Context: an optimization exercise on an open-source flow, tuned for small area, a short achievable clock period and few clock cycles per item. The choices shown serve that exercise and are no tape-out recipe. Function was not checked in any run shown here: the RTL went through the layout flow alone.

--- config.mk ---
export PLATFORM = sky130hd
export DESIGN_NAME = Mult
export DESIGN_NICKNAME = Mult
export VERILOG_FILES = /design/flow/design.v
export SDC_FILE = /design/flow/constraint.sdc
export NUM_CORES = 4
export LEC_CHECK = 0
export CAP_MARGIN = 20
export CORE_MARGIN = 2
export CORE_UTILIZATION = 40
export SLEW_MARGIN = 20
--- constraint.sdc ---
create_clock -name core_clock -period 6.5 [get_ports {clk}]
set_input_delay 1.3000 -clock core_clock [delete_from_list [all_inputs] [get_ports {clk}]]
set_output_delay 1.3000 -clock core_clock [all_outputs]
set_load 0.01 [all_outputs]
--- design.v ---
module Mult (MultStart, out_A, out_B, rst, clk, HI, LOW, EndMult);
	input wire MultStart;
	input wire [31:0] out_A;
	input wire [31:0] out_B;
	output reg [31:0] HI;
	output reg [31:0] LOW;
	input wire rst;
	input wire clk;
	output reg EndMult;
	wire signed [63:0] p = $signed(out_A) * $signed(out_B);
	always @(posedge clk) begin
		{HI, LOW} <= p;
		EndMult <= ~rst & MultStart;
	end
endmodule
--- run.sh ---
#!/bin/bash
# synth_recipe.tcl (not shown) runs the flow's synth.tcl, then flattens the netlist and writes it again
# the make line also repeats each setting of config.mk as NAME=value (left out here)
make -C /OpenROAD-flow-scripts/flow DESIGN_CONFIG=/design/flow/config.mk WORK_HOME=/design/flow/orfs CLKGATE_MAP_FILE= SYNTH_SCRIPT=/design/flow/synth_recipe.tcl finish
==> results.yml, run 1 <==
floorplan:
  start_util: 0.403
  dieArea_mm2: 0.0963
  ioPinCount: 132
  die_h_um: 310
  core_mm2: 0.0932
  die_w_um: 310
  rows: 112
logic_synthesis:
  syn_avg_cell_area_um2: 9.54
  synthFlopType: "dfxtp_1"
  yosys_warnings: 1
  synth.top_cell.area_share: 0.577
  synth_edf_count: 0
  ys_types: 70
  post-synth-top-area-cell: "fa_1"
  synth-seq-area-share: 0.0347
  synth_seq_cells: 65
  synthTopCellsByArea: "fa_1, inv_1, and2_1"
  syn_area_mm2: 0.0375
  syn_inst: 3935
  syn_nets: 5268
  async_reset_ff_frac: 0
finish:
  drive_above_1_share: 0.284
  syn2layout_area_growth_pct: 33.0
  nets: 5899
  final_cells: 5826
  fill_cells: 8212
setup_path:
  arrival_ns: 8.37
  crit_path_max_fanout: 7
  cp_data_required_time_ns: 6.77
  critPathMaxStageDelay_ns: 0.57
  critical_path_class: "in -> reg"
  cp-end-kind: "register"
  critPathTopFamily: "adder cells"
  path_buf_inv: 8
  critPathSlowestCell: "fa_2"
  cp-start-kind: "input pin"
routing:
  vias: 29112
  drtPass1Iterations: 6
  drcViolationCount: 0
  avgRoutedWirePerCell_um: 20.7
  ant_nets: 0
  routed_wl_um: 121000
  drt_iter0_markers: 1605
  drt-vias-per-instance: 5.00
placement:
  dp_hpwl_um: 90800
  dp.cells: 5598
  place.gp.congestion: 0.873
  port_buffers: 131
clock_tree:
  cts_tree: "done"
  cts.sinks: 65
  cts_buffers: 9
  root_buffer: "clkbuf_16"
  h-tree-depth: 3
  cts.reportedPaths.clkPinSlew_ns: 0.06
  cts_buffer_depth: 2
sta:
  period_share: 1.25
  setup_viol_count_final: 51
  fmax_mhz: 124
  post-route-min-period_ns: 8.09
  fin_tns_setup_ns: -51.06
  hold_violations: 0
  drv_slew: 0
  tightest_slew_ns: 0.429
  rsz0062_at_grt: "yes"
  setup_slack_ns: -1.59
  relSlewSlack: 0.707
run_status:
  so.violations: "negative setup slack"
  status: "complete, but fails checks"
run:
  maxCapViolCount: 0
global_routing:
  antenna_found_initial: 6
  grt_first_pass_wirelength_um: 186000
  first_global_vias: 32421
  grt_max_degree: 28
  grtUsageTotal: 0.257
  overflow: 0
worst_hold_path:
  hp-class: "in -> reg"
[cells by family (layout without fill, tap and decap cells)]
group           count (synthesis)  after routing  synth area share
fa+ha+maj                    1266           1266             0.638
simple gates                 1162           1162             0.156
buf+inv                      1161           1797             0.117
compound gates                209            209            0.0379
xor+xnor                       72             72            0.0168
flops                          65             65            0.0347
other cells                     0              1                 0
[final timing paths]
kind,depth (start not counted),end,slack [ns],start
setup / recovery,28,HI[26],-1.59,out_B[11]
hold / removal,2,EndMult,1.48,rst
[state kept, by name, summed over array words and instances, names as in the netlist]
signal,count
HI,32
EndMult,1
LOW,32
[cells in the mapped netlist (3+ instances only)]
cell type	count
a21oi_1	61
buf_2	7
inv_1	952
nand2b_1	15
clkbuf_1	198
o21ai_1	5
dfxtp_1	65
ha_1	184
o21bai_1	10
xnor2_1	42
a21o_1	26
nor3_1	6
o211ai_1	6
buf_4	3
o21a_1	12
and3_1	8
nand2_1	521
and4_1	3
or3_1	5
o21ai_0	37
nand3_1	9
nand4_1	10
and2_1	515
nor2b_1	9
a31oi_1	5
nor2_1	52
a211oi_1	7
o22ai_1	3
xor2_1	30
fa_1	1082
[layout by cell type (no fill, tap or decap), types with 10 or more instances in the layout]
| cell type | synthesis | layout |
|---|---|---|
| nor2_1 | 52 | 41 |
| a21oi_1 | 61 | 25 |
| fa_1 | 1082 | 934 |
| buf_4 | 3 | 474 |
| and2_1 | 515 | 435 |
| buf_2 | 7 | 16 |
| buf_6 | 0 | 86 |
| clkbuf_16 | 0 | 12 |
| o21ai_2 | 0 | 13 |
| a21oi_2 | 2 | 27 |
| fa_2 | 0 | 148 |
| buf_16 | 0 | 27 |
| ha_4 | 0 | 39 |
| buf_12 | 0 | 93 |
| nand2_1 | 521 | 477 |
| nand4_1 | 10 | 10 |
| nand2b_1 | 15 | 14 |
| xor2_1 | 30 | 24 |
| o21ai_1 | 5 | 11 |
| xnor2_1 | 42 | 30 |
| inv_1 | 952 | 879 |
| a21oi_4 | 0 | 11 |
| ha_1 | 184 | 142 |
| clkdlybuf4s50_1 | 0 | 67 |
| buf_8 | 0 | 23 |
| dfxtp_1 | 65 | 65 |
| and2_4 | 0 | 80 |
| nand2_2 | 0 | 37 |
| inv_2 | 0 | 70 |
| o21ai_0 | 37 | 14 |
| o21a_1 | 12 | 10 |
| bufbuf_16 | 0 | 23 |
| xnor2_2 | 0 | 10 |
| a21o_1 | 26 | 26 |
[per-layer routing]
layer	global-route usage	up-vias	routed length (µm)
met2	0.462	938	62800
met3	0.0313	312	6480
met4	0.117	4	7100
li1	-	12518	-
met5	0	-	47
met1	0.308	15340	44200
[area by class of cell]
cell class,instances,area (µm²),share of cell area
Multi-Input combinational cell,2709,34000,0.680
Timing Repair Buffer,829,9180,0.184
Inverter,952,3580,0.0718
Tap cell,1254,1570,0.0314
Sequential cell,65,1300,0.0261
Clock buffer,9,225,0.00451
Clock inverter,7,108,0.00216
Antenna cell,1,2.50,0.0000501
[metrics by stage]
stage          hold WS [ns]  setup slack [ns]  cell area (µm²)   util
6_report               1.48             -1.59            49900  0.536
4_1_cts                1.47             -1.59            48800  0.524
3_5_place_dp           1.84             -2.51            44600  0.479
2_1_floorplan          1.37             -1.57            38200      -
3_3_place_gp           1.83             -2.33            44600  0.479
5_1_grt                1.47             -1.75            49900  0.536
[timing repair]
item	4_1_cts	5_1_grt
pin swaps	239	216
buffers inserted	128	42
endpoints found under the setup margin	55	54
hold buffers	0	0
resized for setup	639	355
gates cloned	54	3
==> run 2, diff against run 1 <==
==> design.v (replaced) <==
module Mult (MultStart, out_A, out_B, rst, clk, HI, LOW, EndMult);
	input wire MultStart;
	input wire [31:0] out_A;
	input wire [31:0] out_B;
	output reg [31:0] HI;			 
	output reg [31:0] LOW;			 
	input wire rst;
	input wire clk;
	reg sinal;
	reg [65:0] A;
	reg [65:0] B;
	reg [65:0] negaA;
	reg [6:0] cont;
	output reg EndMult;
	always @(posedge clk) begin
		EndMult = 1'b0;
		if (rst) begin
			sinal = 0; A = 0; B = 0; negaA = 0; cont = 0;
		end else if (MultStart == 1'd1) begin
			if (cont == 7'd0) begin		 
				A = {out_A[31], out_A, 33'd0};			 
				negaA = {(~{out_A[31], out_A}) + 33'd1, 33'd0};	 
				B = {33'd0, out_B, 1'b0};	 
			end
			if (cont == 7'd32) begin		 
				HI = B [64:33];
				LOW = B [32:1];		 
				EndMult = 1'b1;
			end
			case (B[1:0])
				2'b01: begin
					B = B + A;		 
					sinal = B[65];		 
					B = (B >> 1);
				end
				2'b10: begin
					B = B + negaA;	 
					sinal = B[65];
					B = (B >> 1);
				end
				2'b00: begin			 
					sinal = B[65];		 
					B = (B >> 1);		 
				end
				2'b11: begin
					sinal = B[65];
					B = (B >> 1);
				end
			endcase
			B [65] = sinal;
			if (cont == 32) cont = 0;
			else cont = cont + 1;
		end  
	end		 
endmodule
==> run 2 against run 1 <==
The run now finishes clean. Synthesized cell count shrank 33%. Sequential cell count grew 204. First-iteration DRC count up 14%. Critical path depth decreased by 10. Critical path type is now reg -> reg. Highest routed layer is now met4.
==> results.yml, run 2 <==
sta:
  fin_tns_setup_ns: 0
  fmax_mhz: 171
  tightest_slew_ns: 1.14
  setup_viol_count_final: 0
  period_share: 0.899
  setup_slack_ns: 0.660
  post-route-min-period_ns: 5.84
  drv_slew: 0
  hold_ws_ns: 0.454
  hold_violations: 0
  fin_skew_ns: 0.0321
  relSlewSlack: 0.237
  rsz0062_at_grt: "no"
finish:
  final_common_cell: "nand2_1"
  antennaDiodeCount: 0
  nets: 2855
  fin_area_mm2: 0.0231
  syn2layout_area_growth_pct: 14.1
  final_cell_mix: "nand2_1, a21oi_1, dfxtp_1, nor2_1, ha_1"
  drive_above_1_share: 0.0545
  fill_cells: 5012
clock_tree:
  hold_buffers: 0
  root_buffer: "clkbuf_16"
  h-tree-depth: 2
  clkLatencyLatePin_ns: 0.57
  cts_buffers: 35
  cts_tree: "done"
  ctsResizeCount: 0
  cts_buffer_depth: 3
  cts_setup_buffers: 0
  cts.sinks: 269
  cts.reportedPaths.clkPinSlew_ns: 0.06
logic_synthesis:
  syn_area_mm2: 0.0202
  synth.top_cell.area_share: 0.203
  synth-seq-area-share: 0.298
  synthFlopType: "dfxtp_1"
  synthTopCellsByArea: "dfxtp_1, edfxtp_1, nand2_1"
  synth_seq_cells: 269
  async_reset_ff_frac: 0
  synth_common_cells: "nand2_1, a21oi_1, dfxtp_1, nor2_1, ha_1"
  synth_edf_count: 64
  syn_nets: 2819
  ys_types: 91
  yosys_warnings: 1
  syn_inst: 2617
  syn_avg_cell_area_um2: 7.72
  post-synth-top-area-cell: "dfxtp_1"
  yosys.cell_count.top_type: "nand2_1"
routing:
  wl_met1_um: 32700
  top_layer: "met4"
  ant_nets: 0
  vias: 19857
  wl_met2_um: 34800
  avgRoutedWirePerCell_um: 22.2
  drt_iter0_markers: 1831
  drtPass1Iterations: 6
  drcViolationCount: 0
  drt-vias-per-instance: 5.92
  routed_wl_um: 74500
  met3_wirelength_um: 4590
global_routing:
  grt_first_pass_wirelength_um: 114000
  first_global_vias: 19048
  overflow: 0
  antenna_found_initial: 0
  grt_max_degree: 65
  grtUsageTotal: 0.276
floorplan:
  core_mm2: 0.0500
  start_util: 0.404
  die_w_um: 229
  rows: 82
  dieArea_mm2: 0.0523
  die_h_um: 229
  ioPinCount: 132
worst_hold_path:
  min-delay-start: "A[33]"
  hp-class: "reg -> reg"
setup_path:
  cp-end-kind: "register"
  ff2ff_setup_slack_ns: 0.66
  cp-start-kind: "register"
  timing.rr.start: "cont[0]"
  critical_path_class: "reg -> reg"
  crit_path_max_fanout: 14
  cp-startpoint: "cont[0]"
  arrival_ns: 6.26
  cp_data_required_time_ns: 6.92
placement:
  place_ws_ns: 0.470
  place.gp.congestion: 0.951
  port_buffers: 131
  dp_hpwl_um: 55200
  placed_area_mm2: 0.0219
run:
  maxCapViolCount: 0
run_status:
  status: "timing/DRC/antenna clean"
run 2: changes by cell type in the layout (fill, tap and decap cells not counted), sizes merged, moves of 62 or more:
| cell | previous run | this run |
|---|---|---|
| dfxtp | 65 | 205 |
| buf | 719 | 38 |
| and2 | 515 | 109 |
| and3 | 9 | 91 |
| fa | 1082 | 2 |
| clkdlybuf4s50 | 67 | 129 |
| o21ai | 42 | 124 |
| nor2 | 52 | 196 |
| edfxtp | 0 | 64 |
| inv | 954 | 53 |
| a21oi | 63 | 243 |
run 2: layer usage:
layer | GRT usage | up-vias
met1 | 0.369 | 9541
met4 | 0.0917 | 0
met2 | 0.461 | 730
li1 | - | 9474
met3 | 0.0306 | 112
met5 | 0 | -
run 2: final timing paths:
check,end,cells past startpoint
setup reg to reg,B[49],18
hold / removal,A[33],2
setup / recovery,B[49],18
hold reg to reg,A[33],2
run 2: through the flow:
step            util  instances
2_1_floorplan      -       2617
4_1_cts        0.462       3352
3_3_place_gp   0.439       3288
3_5_place_dp   0.439       3288
5_1_grt        0.462       3352
6_report       0.462       3352
run 2: kinds of logic after synthesis:
logic type | after synthesis | synth area share
AO/OA/AOI/OAI | 721 | 0.235
XOR/XNOR | 139 | 0.0602
adder cells (fa/ha/maj) | 135 | 0.0843
buffers and inverters | 219 | 0.0466
flip-flops | 269 | 0.298
multiplexers | 45 | 0.0227
AND/OR/NAND/NOR | 1089 | 0.253
run 2: critical path, cell delays in order (launching register included):
cell,delay [ns]
dfxtp_1,0.35
inv_1,0.07
ha_1,0.17
nor2b_1,0.35
and2_4,0.39
mux2i_1,0.44
inv_1,0.26
fa_1,0.51
a21o_1,0.22
a221o_1,0.40
a21oi_1,0.28
o21ai_0,0.42
a21oi_1,0.61
o21bai_1,0.17
a21boi_0,0.20
buf_4,0.17
o31ai_1,0.08
xnor2_1,0.15
a2111oi_0,0.44
run 2: layout make-up:
type	count	area (µm²)	area share
Clock buffer	46	937	0.0406
Clock inverter	18	193	0.00836
Inverter	51	191	0.00830
Multi-Input combinational cell	2129	13300	0.576
Sequential cell	269	6030	0.261
Tap cell	672	841	0.0365
Timing Repair Buffer	167	1590	0.0689

[separate check: timing with driven ports]
The results above use ideal ports. As a check the final layouts listed here were re-extracted and re-timed, cells and wires unchanged.
Step 1 sets driving cells, clkbuf_16 on the clock port and buf_2 on the other inputs (assumed; they add their load-dependent delay and slew).
Step 2 adds t to the input delays and takes it off the output delays; t is the mean of the earliest and latest rising clock arrival at the registers after step 1. Input paths then give back, and output paths get back, about the clock's delay inside the block.
Slacks: no drivers / after step 1 / after step 2; pairs: no drivers / after step 1.
run | shift t [ns] | setup WS [ns] | clock arrival spread, ns | worst register clock-pin slew, ns | worst data-port slew with drivers (ns)
run 1 | 0.385 | -1.594 / -1.596 / -1.981 | 0.012 / 0.012 | 0.06 / 0.06 | 0.07
run 2 | 0.611 | 0.660 / 0.660 / 0.345 | 0.032 / 0.033 | 0.06 / 0.06 | 0.07
For run 1, which loses most, drivers alone change the setup slack by -0.002 ns; drivers and shift together by -0.387 ns.
